This design comes from an exercise in tuning for small area and a short achievable clock period on the open sky130 flow, not from production work. At most, simulation tests tie the RTL to the original design; equivalence was not proved. Only the layout flow was run in run 1; the RTL was not checked for function there. No activity file was given, so power comes from the tool's default toggle rates.

File: design/flow/design.v
module JTAG_AOI222(a0, b0, a1, b1, a2, b2, y);
	input  a0, b0, a1, b1, a2, b2;
	output y;
	assign y = ~((a0 & b0) | (a1 & b1) | (a2 & b2));
endmodule
module JTAG_WriteMux(we, keep, w, q, d);
	input  we, keep;
	input  [31:0] w, q;
	output [31:0] d;
	assign d = ({32{we}} & w) | ({32{keep}} & q);
endmodule
module JTAG_Decode(a, en, y);
	input  [3:0] a;
	input  en;
	output [14:0] y;
	wire [3:0] lo, hi;
	JTAG_Pre2 u_lo(.a(a[1:0]), .en(1'b1), .y(lo));
	JTAG_Pre2 u_hi(.a(a[3:2]), .en(en), .y(hi));
	genvar n;
	generate for (n = 0; n < 15; n = n + 1) begin : g_y
		assign y[n] = lo[n % 4] & hi[n / 4];
	end endgenerate
endmodule
module JTAG_Pre2(a, en, y);
	input  [1:0] a;
	input  en;
	output [3:0] y;
	assign y[0] = en & ~a[1] & ~a[0];
	assign y[1] = en & ~a[1] &  a[0];
	assign y[2] = en &  a[1] & ~a[0];
	assign y[3] = en &  a[1] &  a[0];
endmodule
module JTAG_ReadBit(sel, r, sh, wsh, hold, w, d);
	input  [14:0] sel;
	input  [14:0] r;
	input  sh, wsh, hold, w;
	output d;
	wire [5:0] y;
	JTAG_AOI222 u0(.a0(sel[0]),  .b0(r[0]),  .a1(sel[1]),  .b1(r[1]),  .a2(sel[2]),  .b2(r[2]),  .y(y[0]));
	JTAG_AOI222 u1(.a0(sel[3]),  .b0(r[3]),  .a1(sel[4]),  .b1(r[4]),  .a2(sel[5]),  .b2(r[5]),  .y(y[1]));
	JTAG_AOI222 u2(.a0(sel[6]),  .b0(r[6]),  .a1(sel[7]),  .b1(r[7]),  .a2(sel[8]),  .b2(r[8]),  .y(y[2]));
	JTAG_AOI222 u3(.a0(sel[9]),  .b0(r[9]),  .a1(sel[10]), .b1(r[10]), .a2(sel[11]), .b2(r[11]), .y(y[3]));
	JTAG_AOI222 u4(.a0(sel[12]), .b0(r[12]), .a1(sel[13]), .b1(r[13]), .a2(sel[14]), .b2(r[14]), .y(y[4]));
	assign y[5] = ~((sh & wsh) | (hold & w));
	assign d = ~(&y);
endmodule
module JTAG_Interface(
	iCLK,
	iRST,
	iTCK,
	iTDI,
	iIR_IN,
	iSTATE_CDR,
	iSTATE_SDR,
	iSTATE_UDR,
	iREAD_0,
	iREAD_1,
	iREAD_2,
	iREAD_3,
	iREAD_4,
	iREAD_5,
	iREAD_6,
	iREAD_7,
	iREAD_8,
	iREAD_9,
	iREAD_A,
	iREAD_B,
	iREAD_C,
	iREAD_D,
	iREAD_E,
	oTDO,
	oWRITE_0,
	oWRITE_1,
	oWRITE_2,
	oWRITE_3,
	oWRITE_4,
	oWRITE_5,
	oWRITE_6,
	oWRITE_7,
	oWRITE_8,
	oWRITE_9,
	oWRITE_A,
	oWRITE_B,
	oWRITE_C,
	oWRITE_D,
	oWRITE_E
);
input wire	iCLK;
input wire	iRST;
input wire	iTCK;
input wire	iTDI;
input wire	[8:0] iIR_IN;
input wire	iSTATE_CDR;
input wire	iSTATE_SDR;
input wire	iSTATE_UDR;
input wire	[31:0] iREAD_0;
input wire	[31:0] iREAD_1;
input wire	[31:0] iREAD_2;
input wire	[31:0] iREAD_3;
input wire	[31:0] iREAD_4;
input wire	[31:0] iREAD_5;
input wire	[31:0] iREAD_6;
input wire	[31:0] iREAD_7;
input wire	[31:0] iREAD_8;
input wire	[31:0] iREAD_9;
input wire	[31:0] iREAD_A;
input wire	[31:0] iREAD_B;
input wire	[31:0] iREAD_C;
input wire	[31:0] iREAD_D;
input wire	[31:0] iREAD_E;
output wire	oTDO;
output wire	[31:0] oWRITE_0;
output wire	[31:0] oWRITE_1;
output wire	[31:0] oWRITE_2;
output wire	[31:0] oWRITE_3;
output wire	[31:0] oWRITE_4;
output wire	[31:0] oWRITE_5;
output wire	[31:0] oWRITE_6;
output wire	[31:0] oWRITE_7;
output wire	[31:0] oWRITE_8;
output wire	[31:0] oWRITE_9;
output wire	[31:0] oWRITE_A;
output wire	[31:0] oWRITE_B;
output wire	[31:0] oWRITE_C;
output wire	[31:0] oWRITE_D;
output wire	[31:0] oWRITE_E;
reg t1, t2, t3, t4;
reg c1, s1, u1;
reg d1, d2;
reg ev, cap, shf, upd;
reg tdo;
reg [31:0] W;
reg [479:0] wr;
wire rise = t3 & ~t4;
always @(posedge iCLK) begin
	if (iRST) begin
		t1 <= 1'b0; t2 <= 1'b0; t3 <= 1'b0; t4 <= 1'b0;
		c1 <= 1'b0; s1 <= 1'b0; u1 <= 1'b0;
		d1 <= 1'b0; d2 <= 1'b0;
		ev <= 1'b0; cap <= 1'b0; shf <= 1'b0; upd <= 1'b0;
		tdo <= 1'b0;
	end else begin
		t1 <= iTCK; t2 <= t1; t3 <= t2; t4 <= t3;
		c1 <= iSTATE_CDR; s1 <= iSTATE_SDR; u1 <= iSTATE_UDR;
		d1 <= iTDI; d2 <= d1;
		ev  <= rise;
		cap <= rise & c1;
		shf <= rise & ~c1 & s1;
		upd <= rise & ~c1 & ~s1 & u1;
		if (ev) tdo <= W[0];
	end
end
assign oTDO = tdo;
wire [479:0] rd = {iREAD_E, iREAD_D, iREAD_C, iREAD_B, iREAD_A, iREAD_9, iREAD_8, iREAD_7, iREAD_6, iREAD_5, iREAD_4, iREAD_3, iREAD_2, iREAD_1, iREAD_0};
wire nrst = ~iRST;
wire hold = nrst & ~cap & ~shf;
wire shift = nrst & shf;
wire [31:0] Wsh = {d2, W[31:1]};
wire [14:0] rsel;
genvar n, b;
JTAG_Decode u_rdec(.a(iIR_IN[3:0]), .en(nrst & cap), .y(rsel));
wire [31:0] Wd;
generate for (b = 0; b < 32; b = b + 1) begin : g_wd
	wire [14:0] rb;
	for (n = 0; n < 15; n = n + 1) begin : g_rb
		assign rb[n] = rd[32*n + b];
	end
	JTAG_ReadBit u_bit(.sel(rsel), .r(rb), .sh(shift), .wsh(Wsh[b]), .hold(hold), .w(W[b]), .d(Wd[b]));
end endgenerate
always @(posedge iCLK) W <= Wd;
wire [14:0] wsel;
JTAG_Decode u_wdec(.a(iIR_IN[7:4]), .en(nrst & upd), .y(wsel));
genvar m;
generate for (m = 0; m < 15; m = m + 1) begin : g_wr
	wire we = wsel[m];
	wire keep = ~(iRST | we);
	wire [31:0] nxt;
	JTAG_WriteMux u_mux(.we(we), .keep(keep), .w(W), .q(wr[32*m +: 32]), .d(nxt));
	always @(posedge iCLK) wr[32*m +: 32] <= nxt;
end endgenerate
assign oWRITE_0 = wr[31:0];
assign oWRITE_1 = wr[63:32];
assign oWRITE_2 = wr[95:64];
assign oWRITE_3 = wr[127:96];
assign oWRITE_4 = wr[159:128];
assign oWRITE_5 = wr[191:160];
assign oWRITE_6 = wr[223:192];
assign oWRITE_7 = wr[255:224];
assign oWRITE_8 = wr[287:256];
assign oWRITE_9 = wr[319:288];
assign oWRITE_A = wr[351:320];
assign oWRITE_B = wr[383:352];
assign oWRITE_C = wr[415:384];
assign oWRITE_D = wr[447:416];
assign oWRITE_E = wr[479:448];
endmodule
File: design/flow/flow/run.sh
#!/bin/bash
# The standard ORFS layout, with the port buffers made of the smallest
# buffer (sky130_fd_sc_hd__buf_1; repair_design resizes them where needed)
# and the pins placed by flow/pins.tcl (each bit slice's pins together).
set -euo pipefail
here=$(cd "$(dirname "$0")" && pwd)
bash standard.sh "BUFFER_PORTS_ARGS=-buffer_cell sky130_fd_sc_hd__buf_1" \
  "PRE_IO_PLACEMENT_TCL=$here/pins.tcl" finish > standard_make.log 2>&1
File: design/flow/flow/pins.tcl
# Pin placement: each bit slice's fifteen write outputs and fifteen read
# inputs sit together on the die edge, slices in bit order around the die
# (bottom, right, top, left), control pins in the middle of the left edge.
# Die 360 x 360 um. Pins are two routing tracks apart.
set ::die 360.0
set ::hex {0 1 2 3 4 5 6 7 8 9 A B C D E}
proc put {name edge t} {
  set die $::die
  if {$edge eq "bottom" || $edge eq "top"} {
    set x [expr {0.23 + 0.46 * $t}]
    set y [expr {$edge eq "bottom" ? 0.24 : $die - 0.24}]
    place_pin -pin_name $name -layer met2 -location [list $x $y] -pin_size {0.14 0.48}
  } else {
    set y [expr {0.34 + 0.68 * $t}]
    set x [expr {$edge eq "left" ? 0.4 : $die - 0.4}]
    place_pin -pin_name $name -layer met3 -location [list $x $y] -pin_size {0.8 0.3}
  }
}
proc slice_pins {b} {
  set hex $::hex
  set l {}
  foreach h $hex { lappend l "oWRITE_${h}\[$b\]" }
  foreach h $hex { lappend l "iREAD_${h}\[$b\]" }
  return $l
}
proc put_slice {b edge t0 dir} {
  set j 0
  foreach n [slice_pins $b] {
    put $n $edge [expr {$t0 + $dir * 2 * $j}]
    incr j
  }
}
set b 0
# bottom: 10 slices, left to right, 32 um apart
for {set k 0} {$k < 10} {incr k} {
  put_slice $b bottom [expr {int((20 + 32 * $k) / 0.46)}] 1; incr b
}
# right: 6 slices, bottom to top, 52 um apart
for {set k 0} {$k < 6} {incr k} {
  put_slice $b right [expr {int((25 + 52 * $k) / 0.68)}] 1; incr b
}
# top: 10 slices, right to left
for {set k 0} {$k < 10} {incr k} {
  put_slice $b top [expr {int((340 - 32 * $k) / 0.46)}] -1; incr b
}
# left: 6 slices, top to bottom, around the control pins
foreach y1 {335 288 241 147 100 53} {
  put_slice $b left [expr {int($y1 / 0.68)}] -1; incr b
}
set ctrl {iTDI oTDO iTCK iSTATE_CDR iSTATE_SDR iSTATE_UDR iRST iCLK}
for {set i 0} {$i < 9} {incr i} { lappend ctrl "iIR_IN\[$i\]" }
set j 0
foreach n $ctrl {
  put $n left [expr {int(160 / 0.68) + 2 * $j}]
  incr j
}
File: design/flow/standard.sh
#!/bin/bash
# synth_recipe.tcl (not shown) runs the flow's synth.tcl, then flattens the netlist and writes it again
# the make line also repeats each setting of config.mk as NAME=value (left out here)
make -C /OpenROAD-flow-scripts/flow DESIGN_CONFIG=/design/flow/config.mk WORK_HOME=/design/flow/orfs CLKGATE_MAP_FILE= SYNTH_SCRIPT=/design/flow/synth_recipe.tcl "${@:-finish}"
File: design/flow/config.mk
export PLATFORM = sky130hd
export DESIGN_NAME = JTAG_Interface
export DESIGN_NICKNAME = JTAG_Interface
export VERILOG_FILES = /design/flow/design.v
export SDC_FILE = /design/flow/constraint.sdc
export NUM_CORES = 4
export LEC_CHECK = 0
export CAP_MARGIN = 20
export CORE_AREA = 10 10 350 350
export DIE_AREA = 0 0 360 360
export SETUP_SLACK_MARGIN = 2.8
export SLEW_MARGIN = 20
export SYNTH_HIERARCHICAL = 1
export SYNTH_MINIMUM_KEEP_SIZE = 0
File: design/flow/constraint.sdc
create_clock -name core_clock -period 5.0 [get_ports {iCLK}]
set_input_delay 1.0000 -clock core_clock [delete_from_list [all_inputs] [get_ports {iCLK}]]
set_output_delay 1.0000 -clock core_clock [all_outputs]
set_load 0.01 [all_outputs]
==> impl_metrics.ini, run 1 <==
[clocking]
cts_max_level = 2
clock_sinks = 526
holdBufCountCts = 0
clk_latency_ns = 0.66
cts.path.max_buffers = 3
cts_root_buf = clkbuf_16
clock_tree_from_tritoncts = yes
cts-buffers-inserted = 55
clk_pin_slew_ns = 0.06

[worst_setup_path]
worstPathMaxFanout = 12
timing.setup.critical_path_class = in -> reg
critPathSlowestCell = or3_1
critPathMaxStageDelay_ns = 0.37
endpoint_kind = flop
startpoint_type = input port
worstPathCellList = clkbuf_16 > buf_16 > nor2b_4 > buf_6 > buf_6 > and3b_4 > and2_4 > buf_12 > a222oi_1 > nand2_1 > or3_1
path_buf_inv = 5
critical_path.top_delay_family = simple AND/OR/NAND/NOR gates
path_common_cell = buf_6
worst_ep_arrival_time_ns = 2.92
cp.required_ns = 5.52

[sta]
timing.setup.tns_ns = 0
final.period_utilization = 0.481
final-max-slew-violation-count = 0
endpoints_failing_hold = 0
final_skew_ns = 0.0168
setup_slack_ns = 2.59
worst_hold_slack_ns = 0.437
grt_setup_unrepaired = yes
fmax_ghz = 0.415
timing.final.crit_period_ns = 2.41
actual_transition_at_the_worst_max_transition_pin_ns = 0.929
slew_headroom = 0.381
final-setup-viol-count = 0

[global_routing]
first_pass_grt_wire_length_mm = 178
grt_pass1_vias = 19900
grt_start_max_net_pins = 33
global_route.usage.total = 0.200
initial_antenna_violation_count = 13
gr-total-overflow = 0

[yosys]
syn_area_sq_mm = 0.0187
ys_types = 23
synthCells = 1470
avgSynthCellArea_sq_um = 12.7
synth_sequential_area_ratio = 0.563
yosys_warnings = 7
synthFlopType = dfxtp_1
async_flop_share = 0
synth.ff_latch_count = 526
synth-edff-count = 0

[detailed_routing]
drt-initial-drc-count = 4059
routed_wire_length_per_instance_um = 34.4
wl_mm = 142
detail_route.drc_violations = 0
detail-route-antenna-nets = 0
drt_pre_antenna_iters = 10
post_drt_via_cell_ratio = 5.13
routed-via-count = 21200

[die]
boundary_pin_count = 0
chipHeight_um = 360
core_sq_mm = 0.115
fp.dieArea_sq_mm = 0.130
floorplan.die.width_um = 360
rows = 124
floorplan.initialDensity = 0.163

[final_layout]
flip_flop_count_of_the_largest_register_after_layout = 480
post_route_cells_drive_above_1_share = 0.306
top_register = wr
synthToLayoutAreaGrowth_pct = 50.3
layout_common_cells = 536 x buf_1, 503 x dfxtp_1, 482 x a22o_1
mostFrequentLayoutCell = buf_1
fin_nets = 3065
fill_cells = 12200
reg_top3 = wr (480), W (32)

[flow_run]
maxCapViolations = 0

[power_and_ir_drop]
total_switching_power_w = 0.00215
power_w = 0.00905
irDropWorstVdd_uv = 271
p_sw_frac = 0.237
power.density_mw_per_mm2 = 322
combPwrFrac = 0.044
leak_pwr_nw = 12.0
share_of_power_burned_in_the_clock_network = 0.492
pwr-share-seq = 0.464
power.internal_w = 0.00690

[place]
dp_hpwl_mm = 68.5
placement.setup.worst_slack_ns = 1.14
globalplace.congestion = 0.724
io_buffer_count = 975

[outcome]
status = timing/DRC/antenna clean

[hold_path]
min_path_type = reg -> reg
==> power groups by stage <==
stage,Clock (W),Sequential [W],Combinational (W)
after detailed placement,0,0.00429,0.000334
after floorplan,0,0.00429,0.000103
after global routing,0.00467,0.00420,0.000402
after global placement,0,0.00429,0.000326
final,0.00446,0.00420,0.000394
after CTS,0.00450,0.00420,0.000366
==> what timing repair did <==
| action | CTS | global route |
|---|---|---|
| cloned | 42 | 4 |
| endpoints found under the setup margin | 878 | 372 |
| buffers inserted | 71 | 10 |
| endpoints found under the hold margin | 0 | 0 |
| resized for setup | 450 | 123 |
| pin swaps | 111 | 57 |
==> layout make-up <==
class                           instances  area [sq um]  area share
Clock inverter                         32           444      0.0158
Multi-Input combinational cell        899          7800       0.278
Inverter                                1          3.75    0.000134
Antenna cell                            8          20.0    0.000713
Sequential cell                       526         10600       0.376
Clock buffer                           70          1480      0.0528
Tap cell                             1512          1890      0.0673
Timing Repair Buffer                 1086          5900       0.210
==> worst paths after layout <==
kind	cells past startpoint	endpoint	slack [ns]	start
max	11	W[11]	2.59	iRST
min	1	upd	0.44	s1
max reg2reg	9	W[11]	2.74	cap
min reg2reg	1	upd	0.44	s1
==> kinds of logic (layout without fill, tap and decap cells) <==
family / count (synthesis) / count (layout) / share of synthesized area
muxes: 1 / 1 / 0.000535
DFF: 526 / 526 / 0.563
and+or+nand+nor: 175 / 218 / 0.0534
AOI/OAI and AO/OA: 672 / 672 / 0.327
other: 2 / 16 / 0.000402
buffers and inverters: 94 / 1189 / 0.0551
==> stage by stage <==
step            util  cells  cell area, sq um
3_3_place_gp   0.207   3896             23700
3_5_place_dp   0.207   3897             23700
2_1_floorplan      -   1476             18900
4_1_cts        0.241   4112             27600
5_1_grt        0.245   4126             28100
6_report       0.245   4134             28100
==> modules after synthesis, one instance, submodules excluded <==
module | cells inside | flip-flops and latches | copies in the design
JTAG_Pre2 | 4 | 0 | 4
JTAG_Interface | 564 | 526 | 1
JTAG_AOI222 | 1 | 0 | 160
JTAG_ReadBit | 4 | 0 | 32
JTAG_Decode | 16 | 0 | 2
JTAG_WriteMux | 38 | 0 | 15
==> routing by layer <==
metal | share of wire | GRT usage | wire [um] | vias up
met5 | 0.00090 | 0.00185 | 128 | -
met4 | 0.061 | 0.108 | 8610 | 2
met3 | 0.13 | 0.0772 | 18600 | 395
met2 | 0.43 | 0.302 | 61300 | 2018
met1 | 0.38 | 0.243 | 53500 | 10400
li1 | - | - | - | 8412
==> cell usage after synthesis (all sizes together) (4+ instances only) <==
| cell type | n | area (sq um) |
|---|---|---|
| dfxtp | 526 | 10500 |
| a22o | 512 | 4520 |
| a222oi | 160 | 1600 |
| buf | 91 | 1020 |
| nand2 | 32 | 120 |
| nand3 | 32 | 160 |
| or3 | 32 | 200 |
| and2 | 31 | 194 |
| nor2 | 16 | 60.1 |
| nor2b | 12 | 75.1 |
| and3b | 8 | 70.1 |
| nor3b | 5 | 57.6 |
| and3 | 4 | 30.0 |
==> inputs of run 2 (changes only) <==
--- a/design/flow/design.v
+++ b/design/flow/design.v
@@ -10,23 +10,2 @@
 	assign d = ({32{we}} & w) | ({32{keep}} & q);
-endmodule
-module JTAG_Decode(a, en, y);
-	input  [3:0] a;
-	input  en;
-	output [14:0] y;
-	wire [3:0] lo, hi;
-	JTAG_Pre2 u_lo(.a(a[1:0]), .en(1'b1), .y(lo));
-	JTAG_Pre2 u_hi(.a(a[3:2]), .en(en), .y(hi));
-	genvar n;
-	generate for (n = 0; n < 15; n = n + 1) begin : g_y
-		assign y[n] = lo[n % 4] & hi[n / 4];
-	end endgenerate
-endmodule
-module JTAG_Pre2(a, en, y);
-	input  [1:0] a;
-	input  en;
-	output [3:0] y;
-	assign y[0] = en & ~a[1] & ~a[0];
-	assign y[1] = en & ~a[1] &  a[0];
-	assign y[2] = en &  a[1] & ~a[0];
-	assign y[3] = en &  a[1] &  a[0];
 endmodule
@@ -160,3 +139,5 @@
 genvar n, b;
-JTAG_Decode u_rdec(.a(iIR_IN[3:0]), .en(nrst & cap), .y(rsel));
+generate for (n = 0; n < 15; n = n + 1) begin : g_rsel
+	assign rsel[n] = nrst & cap & (iIR_IN[3:0] == n);
+end endgenerate
 wire [31:0] Wd;
@@ -170,8 +151,7 @@
 always @(posedge iCLK) W <= Wd;
-wire [14:0] wsel;
-JTAG_Decode u_wdec(.a(iIR_IN[7:4]), .en(nrst & upd), .y(wsel));
 genvar m;
 generate for (m = 0; m < 15; m = m + 1) begin : g_wr
-	wire we = wsel[m];
-	wire keep = ~(iRST | we);
+	wire sel = upd & (iIR_IN[7:4] == m);
+	wire we = nrst & sel;
+	wire keep = nrst & ~sel;
 	wire [31:0] nxt;
==> design/flow/flow/pins.tcl (replaced) <==
# Pin placement: each bit slice's fifteen write outputs and fifteen read
# inputs sit together on the die edge, slices in bit order around the die
# (10 on the bottom, 6 on the right, 10 on the top, 6 on the left), control
# pins in the middle of the left edge. Pins are two routing tracks apart.
set ::die 310.0
set ::hex {0 1 2 3 4 5 6 7 8 9 A B C D E}
proc put {name edge t} {
  set die $::die
  if {$edge eq "bottom" || $edge eq "top"} {
    set x [expr {0.23 + 0.46 * $t}]
    set y [expr {$edge eq "bottom" ? 0.24 : $die - 0.24}]
    place_pin -pin_name $name -layer met2 -location [list $x $y] -pin_size {0.14 0.48}
  } else {
    set y [expr {0.34 + 0.68 * $t}]
    set x [expr {$edge eq "left" ? 0.4 : $die - 0.4}]
    place_pin -pin_name $name -layer met3 -location [list $x $y] -pin_size {0.8 0.3}
  }
}
proc slice_pins {b} {
  set l {}
  foreach h $::hex { lappend l "oWRITE_${h}\[$b\]" }
  foreach h $::hex { lappend l "iREAD_${h}\[$b\]" }
  return $l
}
# a slice of 30 pins from track t0, 2 tracks apart, in direction dir
proc put_slice {b edge t0 dir} {
  set j 0
  foreach n [slice_pins $b] {
    put $n $edge [expr {$t0 + $dir * 2 * $j}]
    incr j
  }
}
set lo 12.0
set hi [expr {$::die - 12.0}]
# slice pitch along bottom/top (10 slices of 27.6 um) and left/right
set px [expr {($hi - $lo - 27.6) / 9.0}]
set b 0
for {set k 0} {$k < 10} {incr k} {
  put_slice $b bottom [expr {int(($lo + $px * $k) / 0.46)}] 1; incr b
}
# right: 6 slices of 40.8 um, bottom to top, evenly spread
set py [expr {($hi - $lo - 40.8) / 5.0}]
for {set k 0} {$k < 6} {incr k} {
  put_slice $b right [expr {int(($lo + $py * $k) / 0.68)}] 1; incr b
}
for {set k 0} {$k < 10} {incr k} {
  put_slice $b top [expr {int(($hi - $px * $k) / 0.46)}] -1; incr b
}
# left: 3 slices down from the top, 3 slices up from the bottom
set gap 2.0
for {set k 0} {$k < 3} {incr k} {
  put_slice $b left [expr {int(($hi - (40.8 + $gap) * $k) / 0.68)}] -1; incr b
}
for {set k 2} {$k >= 0} {incr k -1} {
  put_slice $b left [expr {int(($lo + 40.8 + (40.8 + $gap) * $k) / 0.68)}] -1; incr b
}
set ctrl {iTDI oTDO iTCK iSTATE_CDR iSTATE_SDR iSTATE_UDR iRST iCLK}
for {set i 0} {$i < 9} {incr i} { lappend ctrl "iIR_IN\[$i\]" }
set j 0
foreach n $ctrl {
  put $n left [expr {int(($::die / 2 - 11.0) / 0.68) + 2 * $j}]
  incr j
}
--- a/design/flow/config.mk
+++ b/design/flow/config.mk
@@ -8,4 +8,6 @@
 export CAP_MARGIN = 20
-export CORE_AREA = 10 10 350 350
-export DIE_AREA = 0 0 360 360
+export CORE_AREA = 10 10 300 300
+export CTS_CLUSTER_DIAMETER = 70
+export CTS_CLUSTER_SIZE = 22
+export DIE_AREA = 0 0 310 310
 export SETUP_SLACK_MARGIN = 2.8
==> impl_metrics.ini, run 2 <==
[hold_path]
min_path_type = reg -> reg
hp-start = s1

[place]
globalplace.congestion = 0.776
io_buffer_count = 975
dp_hpwl_mm = 66.5
placement.setup.worst_slack_ns = 1.31

[global_routing]
global_route.usage.total = 0.192
initial_antenna_violation_count = 1
gr-total-overflow = 0
first_pass_grt_wire_length_mm = 135
grt_start_max_net_pins = 33
grt_pass1_vias = 18100

[clocking]
holdBufCountCts = 0
cts-buffers-inserted = 30
clk_latency_ns = 0.63
cts_root_buf = clkbuf_16
cts.path.max_buffers = 3
cts_max_level = 1
clk_pin_slew_ns = 0.09
clock_sinks = 526
clock_tree_from_tritoncts = yes

[final_layout]
post_route_cells_drive_above_1_share = 0.215
top_register = wr
reg_top3 = wr (480), W (32)
fin_nets = 2950
n_antenna_cell = 0
mostFrequentLayoutCell = buf_1
synthToLayoutAreaGrowth_pct = 35.7
flip_flop_count_of_the_largest_register_after_layout = 480
layout_common_cells = 654 x buf_1, 516 x dfxtp_1, 482 x a22o_1

[die]
rows = 106
fp.dieArea_sq_mm = 0.0961
chipHeight_um = 310
boundary_pin_count = 0
floorplan.initialDensity = 0.223
core_sq_mm = 0.0836
floorplan.die.width_um = 310

[yosys]
synth.area.top_cells = dfxtp_1 56%, a22o_1 23%, a222oi_1 8.6%
synth_top_cells_by_count = 526 x dfxtp_1, 482 x a22o_1, 160 x a222oi_1
syn_area_sq_mm = 0.0186
synthCells = 1473
async_flop_share = 0
synth_top_area_frac = 0.565
yosys_warnings = 7
synth_most_common_cell = dfxtp_1
synth-edff-count = 0
synth.ff_latch_count = 526
ys_types = 28
synthFlopType = dfxtp_1
synth_sequential_area_ratio = 0.565
synth_area_leader_cell = dfxtp_1
avgSynthCellArea_sq_um = 12.7

[sta]
fmax_ghz = 0.451
endpoints_failing_hold = 0
timing.final.crit_period_ns = 2.22
final.period_utilization = 0.444
grt_setup_unrepaired = yes
final-setup-viol-count = 0
setup_slack_ns = 2.78
actual_transition_at_the_worst_max_transition_pin_ns = 0.870
final-max-slew-violation-count = 0
slew_headroom = 0.420
final_skew_ns = 0.0194
timing.setup.tns_ns = 0

[power_and_ir_drop]
power.density_mw_per_mm2 = 288
irDropWorstVdd_uv = 262
leak_pwr_nw = 10.3

[worst_setup_path]
timing.setup.critical_path_class = in -> reg
setup.worst_path.start = iRST
startpoint_type = input port
worst_ep_arrival_time_ns = 2.73
endpoint_kind = flop
cp.required_ns = 5.51
worstPathMaxFanout = 32
critical_path.reg2reg.startpoint = cap

[detailed_routing]
routed-via-count = 19400
drt-initial-drc-count = 3290
post_drt_via_cell_ratio = 5.47
wl_mm = 102
detail_route.drc_violations = 0
routed_wire_length_per_instance_um = 28.9
detail-route-antenna-nets = 0
drt_pre_antenna_iters = 6

[flow_run]
maxCapViolations = 0

[outcome]
status = timing/DRC/antenna clean
==> run 2: path summary, 6_finish.rpt <==
kind,endpoint,slack [ns],depth (start not counted)
hold / removal,upd,0.45,1
hold reg to reg,upd,0.45,1
setup reg to reg,W[10],2.92,6
setup / recovery,W[6],2.78,7
==> run 2: worst max-delay path, stage by stage <==
cell       delay, ns
clkbuf_8        0.19
nand4bb_4       0.25
nor2_4          0.07
buf_8           0.23
a222oi_1        0.42
nand3_1         0.12
or3_1           0.38
==> run 2: layout make-up <==
type                       count  area, sq um
tap                         1080         1350
timing repair buffer        1044         4840
clock inverter                 8          103
inverter                       1         3.75
multi-input combinational    851         7620
sequential                   526        10500
fill                        8685        58300
clock buffer                  38          842
==> run 2: what timing repair did <==
item | 4_1_cts | 5_1_grt
pin swaps | 17 | 17
resized for setup | 259 | 146
buffers inserted | 18 | 2
cloned | 0 | 0
setup endpoints to repair | 721 | 304
==> run 2: cells by family (layout without fill, tap and decap cells) <==
kind of cell / Yosys count / count (layout) / share of synthesized area
AO/OA/AOI/OAI: 687 / 687 / 0.333
buffers and inverters: 96 / 1091 / 0.0556
multiplexers: 1 / 1 / 0.000537
AND/OR/NAND/NOR: 163 / 163 / 0.0466
flip-flops: 526 / 526 / 0.565
==> run 2: power breakdown <==
group	internal, W	total (W)	leakage, nW	switching, W
Combinational	0.000121	0.000348	5.58	0.000227
Clock	0.00125	0.00275	0.454	0.00150
Sequential	0.00419	0.00420	4.24	0.00000876
==> run 2: metrics by stage <==
stage | std cells | total power [W] | area [sq um] | hold WS [ns] | util
6_report | 3548 | 0.00730 | 25300 | 0.451 | 0.303
5_1_grt | 3548 | 0.00749 | 25300 | 0.463 | 0.303
4_1_cts | 3546 | 0.00732 | 25100 | 0.432 | 0.300
3_5_place_dp | 3482 | 0.00462 | 23500 | 0.417 | 0.281
3_3_place_gp | 3482 | 0.00461 | 23500 | 0.410 | 0.281
2_1_floorplan | 1473 | 0.00440 | 18800 | 0.390 | -
==> run 2: per-module statistics from Yosys (local to each module, per instance) <==
module          area [sq um]  flops+latches  cells  copies in the design
JTAG_Interface         11000            526    615                     1
JTAG_ReadBit            23.8              0      4                    32
JTAG_WriteMux            350              0     38                    15
JTAG_AOI222             10.0              0      1                   160
==> run 2: per-layer routing <==
layer	GRT usage	wire length [um]	part of all wire
met3	0.0552	12900	0.13
met2	0.302	46100	0.45
met1	0.245	38500	0.38
met5	0	13	0.00013
met4	0.0773	4930	0.048
==> inputs of run 3 (changes only) <==
--- a/design/flow/flow/pins.tcl
+++ b/design/flow/flow/pins.tcl
@@ -4,3 +4,3 @@
 # pins in the middle of the left edge. Pins are two routing tracks apart.
-set ::die 310.0
+set ::die 320.0
 set ::hex {0 1 2 3 4 5 6 7 8 9 A B C D E}
--- a/design/flow/config.mk
+++ b/design/flow/config.mk
@@ -8,7 +8,7 @@
 export CAP_MARGIN = 20
-export CORE_AREA = 10 10 300 300
+export CORE_AREA = 10 10 310 310
 export CTS_CLUSTER_DIAMETER = 70
 export CTS_CLUSTER_SIZE = 22
-export DIE_AREA = 0 0 310 310
-export SETUP_SLACK_MARGIN = 2.8
+export DIE_AREA = 0 0 320 320
+export SETUP_SLACK_MARGIN = 2.7
 export SLEW_MARGIN = 20
==> impl_metrics.ini, run 3 <==
[yosys]
synth_most_common_cell = dfxtp_1
synth_sequential_area_ratio = 0.565
synth_top_area_frac = 0.565
avgSynthCellArea_sq_um = 12.7
yosys_warnings = 7
synth.area.top_cells = dfxtp_1 56%, a22o_1 23%, a222oi_1 8.6%
synth_top_cells_by_count = 526 x dfxtp_1, 482 x a22o_1, 160 x a222oi_1
ys_types = 28
synthCells = 1473
synth.ff_latch_count = 526
synth-edff-count = 0
async_flop_share = 0
synthFlopType = dfxtp_1
syn_area_sq_mm = 0.0186
synth_area_leader_cell = dfxtp_1

[die]
floorplan.die.width_um = 320
floorplan.initialDensity = 0.210
chipHeight_um = 320
core_sq_mm = 0.0888
rows = 109
fp.dieArea_sq_mm = 0.102
boundary_pin_count = 0

[clocking]
clock_tree_from_tritoncts = yes
clk_pin_slew_ns = 0.09
cts_root_buf = clkbuf_16
cts_max_level = 1
clock_sinks = 526
cts-buffers-inserted = 30
clk_latency_ns = 0.63
cts.path.max_buffers = 3

[worst_setup_path]
rrSetupSlack_ns = 2.75
critical_path.reg2reg.startpoint = cap
worst_ep_arrival_time_ns = 2.85
startpoint_type = input port
worstPathMaxFanout = 32
cp.required_ns = 5.55
critical_path.reg2reg.endpoint = W[14]
endpoint_kind = flop
ff2ff_path_depth = 6
timing.setup.critical_path_class = in -> reg

[power_and_ir_drop]
total_switching_power_w = 0.00174
power_w = 0.00725
power.density_mw_per_mm2 = 290
p_sw_frac = 0.240
irDropWorstVdd_uv = 243
pwr-share-seq = 0.579
combPwrFrac = 0.048
leak_pwr_nw = 8.96
power.internal_w = 0.00551
share_of_power_burned_in_the_clock_network = 0.372

[sta]
fmax_ghz = 0.434
slew_headroom = 0.430
worst_hold_slack_ns = 0.448
final-setup-viol-count = 0
endpoints_failing_hold = 0
final-max-slew-violation-count = 0
grt_setup_unrepaired = yes
timing.final.crit_period_ns = 2.30
actual_transition_at_the_worst_max_transition_pin_ns = 0.856
final.period_utilization = 0.461
final_skew_ns = 0.0330
setup_slack_ns = 2.70
timing.setup.tns_ns = 0

[global_routing]
global_route.usage.total = 0.185
globalRoute.busiestLayer = met2
grt_start_max_net_pins = 33
grtUsageMet2 = 0.296
gr-total-overflow = 0
grt_met1_use = 0.231
grt.met3_usage = 0.0575
first_pass_grt_wire_length_mm = 139
initial_antenna_violation_count = 0
grt_pass1_vias = 18100

[detailed_routing]
drt_pre_antenna_iters = 10
wl_mm = 105
detail-route-antenna-nets = 0
routed_wire_length_per_instance_um = 28.8
detail_route.drc_violations = 0
drt-initial-drc-count = 3620
post_drt_via_cell_ratio = 5.38
routed-via-count = 19500

[final_layout]
reg_top3 = wr (480), W (32)
mostFrequentLayoutCell = buf_1
top_register = wr
post_route_cells_drive_above_1_share = 0.0825
flip_flop_count_of_the_largest_register_after_layout = 480
n_antenna_cell = 0
layout_common_cells = 968 x buf_1, 526 x dfxtp_1, 482 x a22o_1
synthToLayoutAreaGrowth_pct = 33.9
finish.cell_count_without_fillers = 3627
fin_nets = 2949

[flow_run]
maxCapViolations = 0

[hold_path]
hp-start = s1
hold_path_end = upd
min_path_type = reg -> reg
worst_hold_path.num_cells = 1

[outcome]
status = timing/DRC/antenna clean

[place]
dp_hpwl_mm = 68.3
globalplace.congestion = 0.775
place_inst = 3567
placement.setup.worst_slack_ns = 1.38
io_buffer_count = 975
==> run 3: kinds of logic after synthesis <==
family,count (synthesis),share of synthesized area
AOI/OAI and AO/OA,687,0.333
buffers and inverters,96,0.0556
DFF,526,0.565
muxes,1,0.000537
and+or+nand+nor,163,0.0466
==> run 3: cell type report <==
| class | count | area (sq um) |
|---|---|---|
| Tap cell | 1165 | 1460 |
| Clock inverter | 9 | 110 |
| Fill cell | 9373 | 63800 |
| Multi-Input combinational cell | 851 | 7580 |
| Sequential cell | 526 | 10500 |
| Timing Repair Buffer | 1043 | 4500 |
| Clock buffer | 32 | 790 |
| Inverter | 1 | 3.75 |
==> run 3: layer usage <==
metal	up-vias	routed length [um]
li1	8131	-
met1	9553	39200
met2	1575	47000
met3	255	13400
met4	0	5000
met5	-	0
==> run 3: worst max path at each step <==
stage	startpoint	end	slack [ns]	depth (start not counted)
2_1_floorplan	iIR_IN[0]	W[0]	2.31	5
3_3_place_gp	iRST	wr[328]	1.43	6
3_5_place_dp	iRST	wr[114]	1.38	6
4_1_cts	iRST	W[8]	2.68	7
5_1_grt	iIR_IN[0]	W[20]	2.69	7
6_report	iIR_IN[5]	wr[12]	2.70	5
==> run 3: power groups by stage <==
stage | Combinational (W) | Clock [W] | Sequential (W)
final | 0.000350 | 0.00270 | 0.00420
after floorplan | 0.000106 | 0 | 0.00429
after global routing | 0.000365 | 0.00284 | 0.00420
after CTS | 0.000334 | 0.00272 | 0.00420
after global placement | 0.000321 | 0 | 0.00430
after detailed placement | 0.000328 | 0 | 0.00430
==> run 3: repair_timing <==
| action | in CTS | in global routing |
|---|---|---|
| hold buffers | 0 | 0 |
| setup buffers | 17 | 2 |
| resized for setup | 32 | 27 |
| setup endpoints to repair | 512 | 160 |
| cloned | 0 | 0 |
| pin swaps | 16 | 9 |
==> run 3: per-module statistics from Yosys, one instance, submodules excluded <==
module / cells inside / copies in the design / flip-flops and latches / cell area [sq um]
JTAG_Interface: 615 / 1 / 526 / 11000
JTAG_AOI222: 1 / 160 / 0 / 10.0
JTAG_WriteMux: 38 / 15 / 0 / 350
JTAG_ReadBit: 4 / 32 / 0 / 23.8
==> run 3: worst max-delay path, cell delays in order <==
cell    delay, ns
buf_1        0.16
or4b_1       0.74
nor3_4       0.19
buf_6        0.46
a22o_1       0.23
==> run 3: per-stage QoR <==
stage / utilization / area (sq um)
after floorplan: - / 18700
after global placement: 0.266 / 23600
after detailed placement: 0.266 / 23600
after CTS: 0.280 / 24900
after global routing: 0.281 / 25000
final: 0.281 / 25000
==> inputs of run 4 (changes only) <==
--- a/design/flow/config.mk
+++ b/design/flow/config.mk
@@ -12,3 +12,3 @@
 export DIE_AREA = 0 0 320 320
-export SETUP_SLACK_MARGIN = 2.7
+export SETUP_SLACK_MARGIN = 2.88
 export SLEW_MARGIN = 20
==> impl_metrics.ini, run 4 <==
[clocking]
cts_root_buf = clkbuf_16
clock_sinks = 526
holdBufCountCts = 0
clock_tree_from_tritoncts = yes
clk_latency_ns = 0.63
cts.path.max_buffers = 3
clk_pin_slew_ns = 0.09
cts_max_level = 1
cts-buffers-inserted = 30

[flow_run]
maxCapViolations = 0

[die]
floorplan.initialDensity = 0.210
boundary_pin_count = 0
rows = 109
chipHeight_um = 320
fp.dieArea_sq_mm = 0.102
floorplan.die.width_um = 320
core_sq_mm = 0.0888

[yosys]
synth_top_area_frac = 0.565
synthCells = 1473
syn_area_sq_mm = 0.0186
synth_top_cells_by_count = 526 x dfxtp_1, 482 x a22o_1, 160 x a222oi_1
avgSynthCellArea_sq_um = 12.7
synth-edff-count = 0
yosys_warnings = 7
synthFlopType = dfxtp_1
synth.ff_latch_count = 526
async_flop_share = 0
synth_sequential_area_ratio = 0.565
synth.area.top_cells = dfxtp_1 56%, a22o_1 23%, a222oi_1 8.6%
synth_most_common_cell = dfxtp_1
synth_area_leader_cell = dfxtp_1
ys_types = 28

[sta]
final-setup-viol-count = 0
actual_transition_at_the_worst_max_transition_pin_ns = 0.844
worst_hold_slack_ns = 0.427
final-max-slew-violation-count = 0
slew_headroom = 0.437
grt_setup_unrepaired = yes
final_skew_ns = 0.0272
timing.final.crit_period_ns = 2.16
final.period_utilization = 0.431
endpoints_failing_hold = 0
fmax_ghz = 0.464
timing.setup.tns_ns = 0

[power_and_ir_drop]
irDropWorstVdd_uv = 267
total_switching_power_w = 0.00176
pwr-share-seq = 0.571
leak_pwr_nw = 12.0
combPwrFrac = 0.049
power.internal_w = 0.00559
p_sw_frac = 0.239
share_of_power_burned_in_the_clock_network = 0.380
power.density_mw_per_mm2 = 247

[detailed_routing]
detail_route.drc_violations = 0
wl_mm = 114
routed_wire_length_per_instance_um = 30.9
detail-route-antenna-nets = 0
routed-via-count = 20200
drt-initial-drc-count = 3838
drt_pre_antenna_iters = 10
post_drt_via_cell_ratio = 5.48

[outcome]
status = timing/DRC/antenna clean

[final_layout]
synthToLayoutAreaGrowth_pct = 59.5
post_route_cells_drive_above_1_share = 0.488
finish.cell_count_without_fillers = 3696
mostFrequentLayoutCell = buf_1
layout_common_cells = 487 x buf_1, 482 x a22o_1, 480 x dfxtp_2
fin_nets = 3013
top_register = wr
reg_top3 = wr (480), W (32)
flip_flop_count_of_the_largest_register_after_layout = 480
fin_util = 0.335

[global_routing]
gr-total-overflow = 0
grt_pass1_vias = 19400
grt_start_max_net_pins = 33
first_pass_grt_wire_length_mm = 146
initial_antenna_violation_count = 4
global_route.usage.total = 0.195

[worst_setup_path]
worst_ep_arrival_time_ns = 2.67
critPathMaxStageDelay_ns = 0.44
endpoint_kind = flop
worstPathMaxFanout = 16
worstPathCellList = buf_6 > nand2b_4 > nor2_4 > buf_12 > a222oi_1 > nand3_1 > or3_1
critPathSlowestCell = a222oi_1
cp.required_ns = 5.51
startpoint_type = input port
timing.setup.critical_path_class = in -> reg

[place]
io_buffer_count = 975
globalplace.congestion = 0.768
dp_hpwl_mm = 66.9
place_inst = 3566

[hold_path]
min_path_type = reg -> reg
## run 4: cell types whose count changed in the layout (fill, tap and decap cells not counted), sizes merged
cell / change
clkinvlp: +1
diode: +3
bufinv: +1
buf: +66
clkbuf: +3
clkinv: -5
clkdlybuf4s15: -2
inv: +2
## run 4: per-module statistics from Yosys, one instance, submodules excluded
module          copies in the design  flops+latches  cell area [sq um]
JTAG_Interface                     1            526              11000
JTAG_ReadBit                      32              0               23.8
JTAG_AOI222                      160              0               10.0
JTAG_WriteMux                     15              0                350
## run 4: routing by layer
layer / wire (um) / up-vias / GRT usage
li1: - / 8261 / -
met1: 41900 / 10000 / 0.238
met2: 52700 / 1688 / 0.315
met3: 14000 / 280 / 0.0614
met4: 5390 / 2 / 0.0750
met5: 7 / - / 0
## run 4: cells by family (layout without fill, tap and decap cells)
| group | count (synthesis) | count (layout) | synth area share |
|---|---|---|---|
| AOI/OAI and AO/OA | 687 | 687 | 0.333 |
| DFF | 526 | 526 | 0.565 |
| and+or+nand+nor | 163 | 163 | 0.0466 |
| buffers and inverters | 96 | 1151 | 0.0556 |
| muxes | 1 | 1 | 0.000537 |
| other | 0 | 3 | 0 |
## run 4: what timing repair did
item,CTS,global route
endpoints found under the setup margin,993,745
gates cloned,3,5
resized for setup,1500,154
setup buffers,45,31
pin swaps,17,16
## run 4: per-stage QoR
| step | power, W | area [sq um] | setup WS [ns] |
|---|---|---|---|
| 3_5_place_dp | 0.00463 | 23600 | 1.37 |
| 6_report | 0.00735 | 29700 | 2.84 |
| 2_1_floorplan | 0.00440 | 18800 | 2.31 |
| 4_1_cts | 0.00735 | 28700 | 2.84 |
| 3_3_place_gp | 0.00462 | 23600 | 1.42 |
| 5_1_grt | 0.00754 | 29700 | 2.81 |
## run 4: worst max-delay path, delay by kind of cell
family | cells | cell delay, ns
compound gates | 1 | 0.44
buf+inv | 2 | 0.34
simple gates | 4 | 0.81
## run 4: final cells by class
type / count / area (sq um)
clock inverter: 8 / 125
multi-input combinational: 851 / 7630
antenna: 3 / 7.51
clock buffer: 35 / 821
timing repair buffer: 1107 / 8560
sequential: 526 / 11100
inverter: 1 / 3.75
fill: 8735 / 59000
tap: 1165 / 1460
## run 4: worst paths after layout
| kind | end | depth (start not counted) | start | slack (ns) |
|---|---|---|---|---|
| worst max register to register | W[5] | 6 | cap | 2.98 |
| worst min register to register | upd | 1 | s1 | 0.43 |
| worst max-delay path | W[14] | 7 | iIR_IN[2] | 2.84 |
| worst min-delay path | upd | 1 | s1 | 0.43 |
## run 4: power by group through the flow
| stage | registers [W] | clock network, W | logic [W] |
|---|---|---|---|
| global placement | 0.00430 | 0 | 0.000322 |
| detailed placement | 0.00430 | 0 | 0.000330 |
| floorplan | 0.00429 | 0 | 0.000108 |
| CTS | 0.00419 | 0.00282 | 0.000342 |
| finish | 0.00419 | 0.00279 | 0.000363 |
| global route | 0.00420 | 0.00296 | 0.000376 |
==> inputs of run 5 (changes only) <==
--- a/design/flow/config.mk
+++ b/design/flow/config.mk
@@ -12,3 +12,4 @@
 export DIE_AREA = 0 0 320 320
-export SETUP_SLACK_MARGIN = 2.88
+export PLACE_DENSITY = 0.75
+export SETUP_SLACK_MARGIN = 2.8
 export SLEW_MARGIN = 20
==> impl_metrics.ini, run 5 <==
[worst_setup_path]
cp.required_ns = 5.51
startpoint_type = input port
worstPathMaxFanout = 32
critPathSlowestCell = a222oi_1
worstPathCellList = clkbuf_8 > nand4bb_4 > nor3_4 > buf_4 > a222oi_1 > nand2_1 > or3_1
path_buf_inv = 2
critical_path.top_delay_family = simple AND/OR/NAND/NOR gates
worst_ep_arrival_time_ns = 2.83
timing.setup.critical_path_class = in -> reg
critPathMaxStageDelay_ns = 0.42
endpoint_kind = flop

[sta]
setup_slack_ns = 2.68
fmax_ghz = 0.430
timing.setup.tns_ns = 0
timing.final.crit_period_ns = 2.32
final-setup-viol-count = 0
grt_setup_unrepaired = yes
actual_transition_at_the_worst_max_transition_pin_ns = 0.932
final.period_utilization = 0.465
final_skew_ns = 0.0120
worst_hold_slack_ns = 0.438
final-max-slew-violation-count = 0
endpoints_failing_hold = 0
slew_headroom = 0.379

[die]
chipHeight_um = 320
rows = 109
boundary_pin_count = 0
core_sq_mm = 0.0888
fp.dieArea_sq_mm = 0.102
floorplan.die.width_um = 320
floorplan.initialDensity = 0.210

[place]
io_buffer_count = 975
placement.setup.worst_slack_ns = 1.35
globalplace.congestion = 0.769
dp_hpwl_mm = 65.7

[flow_run]
maxCapViolations = 0

[final_layout]
top_register = wr
flip_flop_count_of_the_largest_register_after_layout = 480
fin_util = 0.286
synthToLayoutAreaGrowth_pct = 36.1
n_antenna_cell = 0
post_route_cells_drive_above_1_share = 0.162
fin_nets = 2947
reg_top3 = wr (480), W (32)
mostFrequentLayoutCell = buf_1
layout_common_cells = 774 x buf_1, 523 x dfxtp_1, 482 x a22o_1

[yosys]
ys_types = 28
synth_sequential_area_ratio = 0.565
syn_area_sq_mm = 0.0186
async_flop_share = 0
synth.area.top_cells = dfxtp_1 56%, a22o_1 23%, a222oi_1 8.6%
avgSynthCellArea_sq_um = 12.7
synth_most_common_cell = dfxtp_1
synth-edff-count = 0
synth_area_leader_cell = dfxtp_1
synth_top_cells_by_count = 526 x dfxtp_1, 482 x a22o_1, 160 x a222oi_1
synth.ff_latch_count = 526
synth_top_area_frac = 0.565
synthFlopType = dfxtp_1
synthCells = 1473
yosys_warnings = 7

[hold_path]
min_path_type = reg -> reg

[global_routing]
grt_start_max_net_pins = 33
grt_pass1_vias = 19200
global_route.usage.total = 0.185
gr-total-overflow = 0
first_pass_grt_wire_length_mm = 140
initial_antenna_violation_count = 0

[clocking]
cts_root_buf = clkbuf_16
cts_max_level = 1
cts.path.max_buffers = 3
clk_latency_ns = 0.61
clock_tree_from_tritoncts = yes
clk_pin_slew_ns = 0.09
cts-buffers-inserted = 29
clock_sinks = 526

[outcome]
status = timing/DRC/antenna clean

[detailed_routing]
post_drt_via_cell_ratio = 5.57
wl_mm = 106
detail_route.drc_violations = 0
drt-initial-drc-count = 3834
routed-via-count = 20200
drt_pre_antenna_iters = 9
routed_wire_length_per_instance_um = 29.1
detail-route-antenna-nets = 0

[power_and_ir_drop]
power.density_mw_per_mm2 = 285
leak_pwr_nw = 9.74
irDropWorstVdd_uv = 249
run 5: cell counts after synthesis:
No cell type changed its count.
run 5: worst reg2reg max path: stages (launching register included):
cell and delay, ns:
dfxtp_2 0.46, nand4bb_4 0.23, nor3_4 0.18, buf_4 0.64, a222oi_1 0.33, nand2_1 0.13
or3_1 0.11
run 5: path summary, 6_finish.rpt:
check                           start  slack [ns]  depth (start not counted)    to
worst min-delay path               s1        0.44                          1   upd
worst max register to register    cap        2.87                          6  W[0]
worst min register to register     s1        0.44                          1   upd
worst max-delay path             iRST        2.68                          7  W[0]
run 5: area by class of cell:
cell class	count	area (sq um)
fill	9191	63400
sequential	526	10500
clock buffer	33	761
inverter	1	3.75
tap	1165	1460
multi-input combinational	851	7640
clock inverter	9	133
timing repair buffer	1042	4850
run 5: cells by family after synthesis:
logic type / after synthesis / share of synthesized area
multiplexers: 1 / 0.000537
AND/OR/NAND/NOR: 163 / 0.0466
flip-flops: 526 / 0.565
AO/OA/AOI/OAI: 687 / 0.333
buffers and inverters: 96 / 0.0556
run 5: routing by layer:
layer | GRT usage | part of all wire | up-vias
li1 | - | - | 8121
met1 | 0.211 | 0.33 | 9671
met2 | 0.287 | 0.44 | 2016
met3 | 0.0870 | 0.16 | 402
met4 | 0.0969 | 0.065 | 3
met5 | 0 | 0.00054 | -
run 5: power by group:
group          switching [W]  internal [W]  total, W
Combinational       0.000248      0.000123  0.000371
Clock                0.00143       0.00124   0.00267
Sequential        0.00000861       0.00419   0.00420
run 5: through the flow:
step | instances | instance area [sq um] | total power, W
floorplan | 1473 | 18800 | 0.00440
global route | 3627 | 25400 | 0.00740
detailed placement | 3567 | 23700 | 0.00463
CTS | 3624 | 25000 | 0.00723
global placement | 3567 | 23700 | 0.00462
finish | 3627 | 25400 | 0.00724
run 5: per-module statistics from Yosys (local to each module, per instance):
module | area (sq um) | cells | times used | flip-flops and latches
JTAG_AOI222 | 10.0 | 1 | 160 | 0
JTAG_Interface | 11000 | 615 | 1 | 526
JTAG_ReadBit | 23.8 | 4 | 32 | 0
JTAG_WriteMux | 350 | 38 | 15 | 0
run 5: timing repair:
| item | 4_1_cts | 5_1_grt |
|---|---|---|
| endpoints found under the setup margin | 566 | 389 |
| cloned | 0 | 1 |
| gates resized for setup | 109 | 184 |
| hold endpoints to repair | 0 | 0 |
| pin swaps | 19 | 20 |
| hold buffers | 0 | 0 |
| setup buffers | 15 | 2 |
==> inputs of run 6 (changes only) <==
--- a/design/flow/config.mk
+++ b/design/flow/config.mk
@@ -12,3 +12,2 @@
 export DIE_AREA = 0 0 320 320
-export PLACE_DENSITY = 0.75
 export SETUP_SLACK_MARGIN = 2.8
==> impl_metrics.ini, run 6 <==
[yosys]
ys_types = 28
synth-edff-count = 0
synth_sequential_area_ratio = 0.565
yosys_warnings = 7
synth_most_common_cell = dfxtp_1
synthFlopType = dfxtp_1
synth_area_leader_cell = dfxtp_1
synth_top_cells_by_count = 526 x dfxtp_1, 482 x a22o_1, 160 x a222oi_1
synth_top_area_frac = 0.565
avgSynthCellArea_sq_um = 12.7
async_flop_share = 0
synth.ff_latch_count = 526
synthCells = 1473
synth.area.top_cells = dfxtp_1 56%, a22o_1 23%, a222oi_1 8.6%
syn_area_sq_mm = 0.0186

[sta]
final-max-slew-violation-count = 0
setup_slack_ns = 2.79
final_skew_ns = 0.0293
endpoints_failing_hold = 0
slew_headroom = 0.404
final.period_utilization = 0.441
final-setup-viol-count = 0
grt_setup_unrepaired = yes
timing.setup.tns_ns = 0
actual_transition_at_the_worst_max_transition_pin_ns = 0.894
fmax_ghz = 0.453
timing.final.crit_period_ns = 2.21

[outcome]
status = timing/DRC/antenna clean

[hold_path]
hold_path_end = shf
worst_hold_path.num_cells = 1
min_path_type = reg -> reg
hp-start = c1

[final_layout]
multiInputGateArea_sq_mm = 0.00761
post_route_cells_drive_above_1_share = 0.195
n_antenna_cell = 0
reg_top3 = wr (480), W (32)
top_register = wr
final-seq-area_sq_mm = 0.0105
mostFrequentLayoutCell = buf_1
synthToLayoutAreaGrowth_pct = 36.1
fill_cells = 9360
fin_nets = 2948
flip_flop_count_of_the_largest_register_after_layout = 480
layout_common_cells = 697 x buf_1, 522 x dfxtp_1, 482 x a22o_1

[global_routing]
first_pass_grt_wire_length_mm = 140
global_route.usage.total = 0.186
gr-total-overflow = 0
grt_pass1_vias = 18000
initial_antenna_violation_count = 0
grt_start_max_net_pins = 33

[die]
floorplan.die.width_um = 320
core_sq_mm = 0.0888
floorplan.initialDensity = 0.210
rows = 109
fp.dieArea_sq_mm = 0.102
chipHeight_um = 320
boundary_pin_count = 0

[detailed_routing]
drt_pre_antenna_iters = 8
routed_wire_length_per_instance_um = 29.2
post_drt_via_cell_ratio = 5.44
detail-route-antenna-nets = 0
wl_mm = 106
detail_route.drc_violations = 0
drt-initial-drc-count = 3589
routed-via-count = 19700

[worst_setup_path]
timing.setup.critical_path_class = in -> reg
worstPathMaxFanout = 20
worst_ep_arrival_time_ns = 2.72
setup.worst_path.start = iRST
ff2ff_path_depth = 7
critical_path.reg2reg.endpoint = W[10]
endpoint_kind = flop
startpoint_type = input port
critical_path.reg2reg.startpoint = cap
cp.required_ns = 5.51
rrSetupSlack_ns = 2.92

[clocking]
clock_tree_from_tritoncts = yes
cts-buffers-inserted = 31
holdBufCountCts = 0
clock_sinks = 526
cts_root_buf = clkbuf_16
cts_max_level = 1
clk_latency_ns = 0.63
cts.path.max_buffers = 3
clk_pin_slew_ns = 0.09

[power_and_ir_drop]
p_sw_frac = 0.240
power.internal_w = 0.00556
irDropWorstVdd_uv = 267
leak_pwr_nw = 10.0
share_of_power_burned_in_the_clock_network = 0.378
power.density_mw_per_mm2 = 288
combPwrFrac = 0.048
pwr-share-seq = 0.574
total_switching_power_w = 0.00176

[place]
dp_hpwl_mm = 67.3
io_buffer_count = 975
globalplace.congestion = 0.775
placement.setup.worst_slack_ns = 1.40

[flow_run]
maxCapViolations = 0
run 6: cell counts after synthesis:
No cell type changed its count.
run 6: per-stage QoR:
stage,power (W),cell area (sq um),util,instances,hold WS (ns)
after detailed placement,0.00463,23600,0.266,3568,0.425
after CTS,0.00732,25100,0.282,3626,0.438
after global placement,0.00462,23600,0.266,3568,0.413
final,0.00732,25400,0.286,3629,0.439
after floorplan,0.00440,18800,-,1473,0.390
after global routing,0.00750,25400,0.286,3629,0.457
run 6: per-layer routing:
metal	wire length, um	GRT usage	vias up
li1	-	-	8133
met1	39300	0.232	9669
met5	0	0	-
met4	5400	0.0759	0
met2	47500	0.293	1649
met3	13900	0.0600	287
run 6: timing repair:
action | CTS | global route
pin swaps | 17 | 13
endpoints found under the setup margin | 626 | 367
setup buffers | 13 | 2
hold endpoints to repair | 0 | 0
gates resized for setup | 164 | 192
gates cloned | 0 | 1
run 6: how the worst max path moves through the flow:
| stage | to | slack, ns |
|---|---|---|
| global route | W[12] | 2.78 |
| finish | W[11] | 2.79 |
| floorplan | W[0] | 2.31 |
| global placement | wr[332] | 1.42 |
| detailed placement | wr[338] | 1.40 |
| CTS | W[24] | 2.80 |
run 6: Yosys stat by module (local to each module, per instance):
module	copies in the design	flip-flops and latches
JTAG_AOI222	160	0
JTAG_Interface	1	526
JTAG_WriteMux	15	0
JTAG_ReadBit	32	0
run 6: critical path, cell delays in order:
cell	delay, ns
buf_8	0.15
nand4b_1	0.20
buf_4	0.17
nor2_4	0.04
buf_4	0.24
a222oi_1	0.35
nand3_1	0.12
or3_1	0.37
run 6: logic make-up (layout without fill, tap and decap cells):
group           after synthesis  count (layout)  synth area share
mux                           1               1          0.000537
compound gates              687             687             0.333
flops                       526             526             0.565
buf+inv                      96            1087            0.0556
simple gates                163             163            0.0466
run 6: power groups by stage:
| stage | sequential (W) | clock (W) | combinational (W) |
|---|---|---|---|
| 6_report | 0.00420 | 0.00276 | 0.000354 |
| 3_5_place_dp | 0.00430 | 0 | 0.000330 |
| 5_1_grt | 0.00420 | 0.00293 | 0.000367 |
| 2_1_floorplan | 0.00429 | 0 | 0.000108 |
| 3_3_place_gp | 0.00430 | 0 | 0.000324 |
| 4_1_cts | 0.00420 | 0.00278 | 0.000340 |
run 6: final cells by class:
class                   count  share of cell area
inverters                   1            0.000148
flip-flops and latches    526               0.415
clock inverters            10             0.00523
well taps                1165              0.0574
repair buffers           1041               0.190
clock buffers              35              0.0323
multi-input cells         851               0.300
==> inputs of run 7 (changes only) <==
--- a/design/flow/config.mk
+++ b/design/flow/config.mk
@@ -12,2 +12,3 @@
 export DIE_AREA = 0 0 320 320
+export PLACE_DENSITY = 0.9
 export SETUP_SLACK_MARGIN = 2.8
==> impl_metrics.ini, run 7 <==
[outcome]
status = timing/DRC/antenna clean

[final_layout]
mostFrequentLayoutCell = buf_1
layout_common_cells = 674 x buf_1, 516 x dfxtp_1, 482 x a22o_1
finish.cell_count_without_fillers = 3637
n_antenna_cell = 0
fill_cells = 9011
flip_flop_count_of_the_largest_register_after_layout = 480
post_route_cells_drive_above_1_share = 0.210
fin_util = 0.288
reg_top3 = wr (480), W (32)
synthToLayoutAreaGrowth_pct = 37.2
multiInputGateArea_sq_mm = 0.00761
final-seq-area_sq_mm = 0.0105
fin_nets = 2959
post-route-cell-area_sq_mm = 0.0256
top_register = wr

[place]
globalplace.congestion = 0.779
dp_hpwl_mm = 66.8
io_buffer_count = 975
place_inst = 3568
place_area_sq_mm = 0.0237
placement.setup.worst_slack_ns = 1.45

[detailed_routing]
routed.top_layer = met5
detail_route.drc_violations = 0
wl_met2_mm = 47.7
met1_length_mm = 34.8
detail-route-antenna-nets = 0
routed_wire_length_per_instance_um = 30.0
post_drt_via_cell_ratio = 5.76
routed-via-count = 20900
wl_mm = 109
route.met3.wl_mm = 18.6
drt-initial-drc-count = 4350
drt_pre_antenna_iters = 13

[worst_setup_path]
critical_path.reg2reg.endpoint = W[12]
cp.required_ns = 5.49
worst_ep_arrival_time_ns = 2.77
worstPathMaxFanout = 13
path_common_cell = buf_4
worstPathCellList = clkbuf_2 > nand4bb_4 > nor3_4 > buf_4 > buf_4 > a222oi_1 > nand2_1 > or3_1
critPathSlowestCell = a222oi_1
critPathMaxStageDelay_ns = 0.40
critical_path.reg2reg.startpoint = cap
critical_path.endpoint = W[12]
setup.worst_path.start = iRST
rrSetupSlack_ns = 2.82
endpoint_kind = flop
startpoint_type = input port
ff2ff_path_depth = 6
timing.setup.critical_path_class = in -> reg

[yosys]
yosys_warnings = 7
synthFlopType = dfxtp_1
synthCells = 1473
synth.area.top_cells = dfxtp_1 56%, a22o_1 23%, a222oi_1 8.6%
synth_top_cells_by_count = 526 x dfxtp_1, 482 x a22o_1, 160 x a222oi_1
synth_area_leader_cell = dfxtp_1
synth_sequential_area_ratio = 0.565
async_flop_share = 0
synth.ff_latch_count = 526
synth_top_area_frac = 0.565
syn_area_sq_mm = 0.0186
synth_most_common_cell = dfxtp_1
ys_types = 28
synth-edff-count = 0
avgSynthCellArea_sq_um = 12.7

[clocking]
holdBufCountCts = 0
clk_latency_ns = 0.63
cts.path.max_buffers = 3
clock_tree_from_tritoncts = yes
clock_sinks = 526
cts-buffers-inserted = 29
clk_pin_slew_ns = 0.09
cts_max_level = 1
cts_root_buf = clkbuf_16

[power_and_ir_drop]
pwr-share-seq = 0.588
share_of_power_burned_in_the_clock_network = 0.358
combPwrFrac = 0.054
leak_pwr_nw = 10.1
total_switching_power_w = 0.00171
p_sw_frac = 0.239
power.density_mw_per_mm2 = 279
power.internal_w = 0.00544
irDropWorstVdd_uv = 249

[sta]
actual_transition_at_the_worst_max_transition_pin_ns = 0.906
timing.final.crit_period_ns = 2.28
timing.setup.tns_ns = 0
fmax_ghz = 0.439
final-max-slew-violation-count = 0
grt_setup_unrepaired = yes
setup_slack_ns = 2.72
final_skew_ns = 0.0289
endpoints_failing_hold = 0
final-setup-viol-count = 0
final.period_utilization = 0.455
slew_headroom = 0.396

[flow_run]
maxCapViolations = 0

[global_routing]
global_route.usage.total = 0.191
grt_pass1_vias = 20500
grt_start_max_net_pins = 33
gr-total-overflow = 0
first_pass_grt_wire_length_mm = 145
initial_antenna_violation_count = 0

[die]
core_sq_mm = 0.0888
boundary_pin_count = 0
fp.dieArea_sq_mm = 0.102
floorplan.initialDensity = 0.210
rows = 109
chipHeight_um = 320
floorplan.die.width_um = 320

[hold_path]
min_path_type = reg -> reg
## run 7: metrics by stage
step                total power, W  hold WS [ns]
finish                     0.00714         0.438
global route               0.00731         0.456
floorplan                  0.00440         0.390
detailed placement         0.00463         0.417
global placement           0.00462         0.404
CTS                        0.00710         0.432
## run 7: kinds of logic after synthesis
family,after synthesis,synth area share
compound gates,687,0.333
flops,526,0.565
simple gates,163,0.0466
buf+inv,96,0.0556
mux,1,0.000537
## run 7: final cells by class
class | count | area share
repair buffers | 1054 | 0.200
flip-flops and latches | 526 | 0.412
inverters | 1 | 0.000147
well taps | 1165 | 0.0570
multi-input cells | 851 | 0.297
clock buffers | 34 | 0.0307
clock inverters | 6 | 0.00235
## run 7: power groups by stage
stage | combinational (W) | clock, W | sequential [W]
after floorplan | 0.000108 | 0 | 0.00429
after global placement | 0.000324 | 0 | 0.00430
after detailed placement | 0.000336 | 0 | 0.00430
after CTS | 0.000344 | 0.00255 | 0.00420
after global routing | 0.000389 | 0.00272 | 0.00420
final | 0.000384 | 0.00256 | 0.00420
## run 7: critical path: cells and delay by family
kind	cells	cell delay, ns
simple gates	4	0.73
buf+inv	3	0.61
compound gates	1	0.40
## run 7: repair_timing
| item | CTS | global route |
|---|---|---|
| pin swaps | 19 | 10 |
| gates resized for setup | 85 | 316 |
| cloned | 0 | 3 |
| endpoints found under the setup margin | 551 | 577 |
| buffers inserted | 18 | 8 |
## run 7: worst min-delay path by stage
stage / startpoint / to / slack, ns / depth (start not counted)
after floorplan: s1 / upd / 0.39 / 1
after global placement: s1 / upd / 0.40 / 1
after detailed placement: s1 / upd / 0.42 / 1
after CTS: s1 / upd / 0.43 / 1
after global routing: s1 / upd / 0.46 / 1
final: s1 / upd / 0.44 / 1
## run 7: metal layers
layer / global-route usage / vias up
met4: 0.110 / 4
li1: - / 8135
met3: 0.0990 / 552
met2: 0.297 / 2308
met5: 0.00284 / -
met1: 0.206 / 9937
## run 7: Yosys stat by module, one instance, submodules excluded
module	copies in the design	cells	cell area [sq um]	flops+latches
JTAG_Interface	1	615	11000	526
JTAG_WriteMux	15	38	350	0
JTAG_ReadBit	32	4	23.8	0
JTAG_AOI222	160	1	10.0	0

==> port drivers added, routing unchanged <==
No port has a modelled driver above. Below, the same layouts with a new extraction and two added sets of constraints. Step 1, drivers: a clkbuf_16 drives iCLK and a buf_2 each remaining input, both assumed. Step 2 also shifts input and output timing later by t, the mid clock arrival at the registers, as if the neighbouring blocks saw the same clock. Slacks: no drivers / after step 1 / after step 2; pairs: no drivers / after step 1.
run | t (ns) | setup WS [ns] | hold slack, ns | slew at the worst register clock pin (ns) | cell pins on the clock port's net
run 1 | 0.706 | 2.593 / 2.597 / 1.892 | 0.437 / 0.437 / 0.437 | 0.07 / 0.07 | 1
run 2 | 0.664 | 2.781 / 2.785 / 2.126 | 0.451 / 0.451 / 0.451 | 0.09 / 0.09 | 1
run 3 | 0.666 | 2.695 / 2.691 / 2.028 | 0.448 / 0.448 / 0.448 | 0.09 / 0.09 | 1
run 4 | 0.672 | 2.843 / 2.821 / 2.168 | 0.427 / 0.427 / 0.427 | 0.10 / 0.10 | 1
run 5 | 0.660 | 2.675 / 2.674 / 2.014 | 0.438 / 0.438 / 0.438 | 0.09 / 0.09 | 1
run 6 | 0.665 | 2.793 / 2.774 / 2.113 | 0.439 / 0.439 / 0.439 | 0.09 / 0.09 | 1
run 7 | 0.667 | 2.723 / 2.733 / 2.066 | 0.438 / 0.438 / 0.438 | 0.09 / 0.09 | 1
After both steps every run listed still meets setup and hold. The setup slack of run 1, which loses most, moves by +0.004 ns with the drivers and by -0.701 ns with both steps.
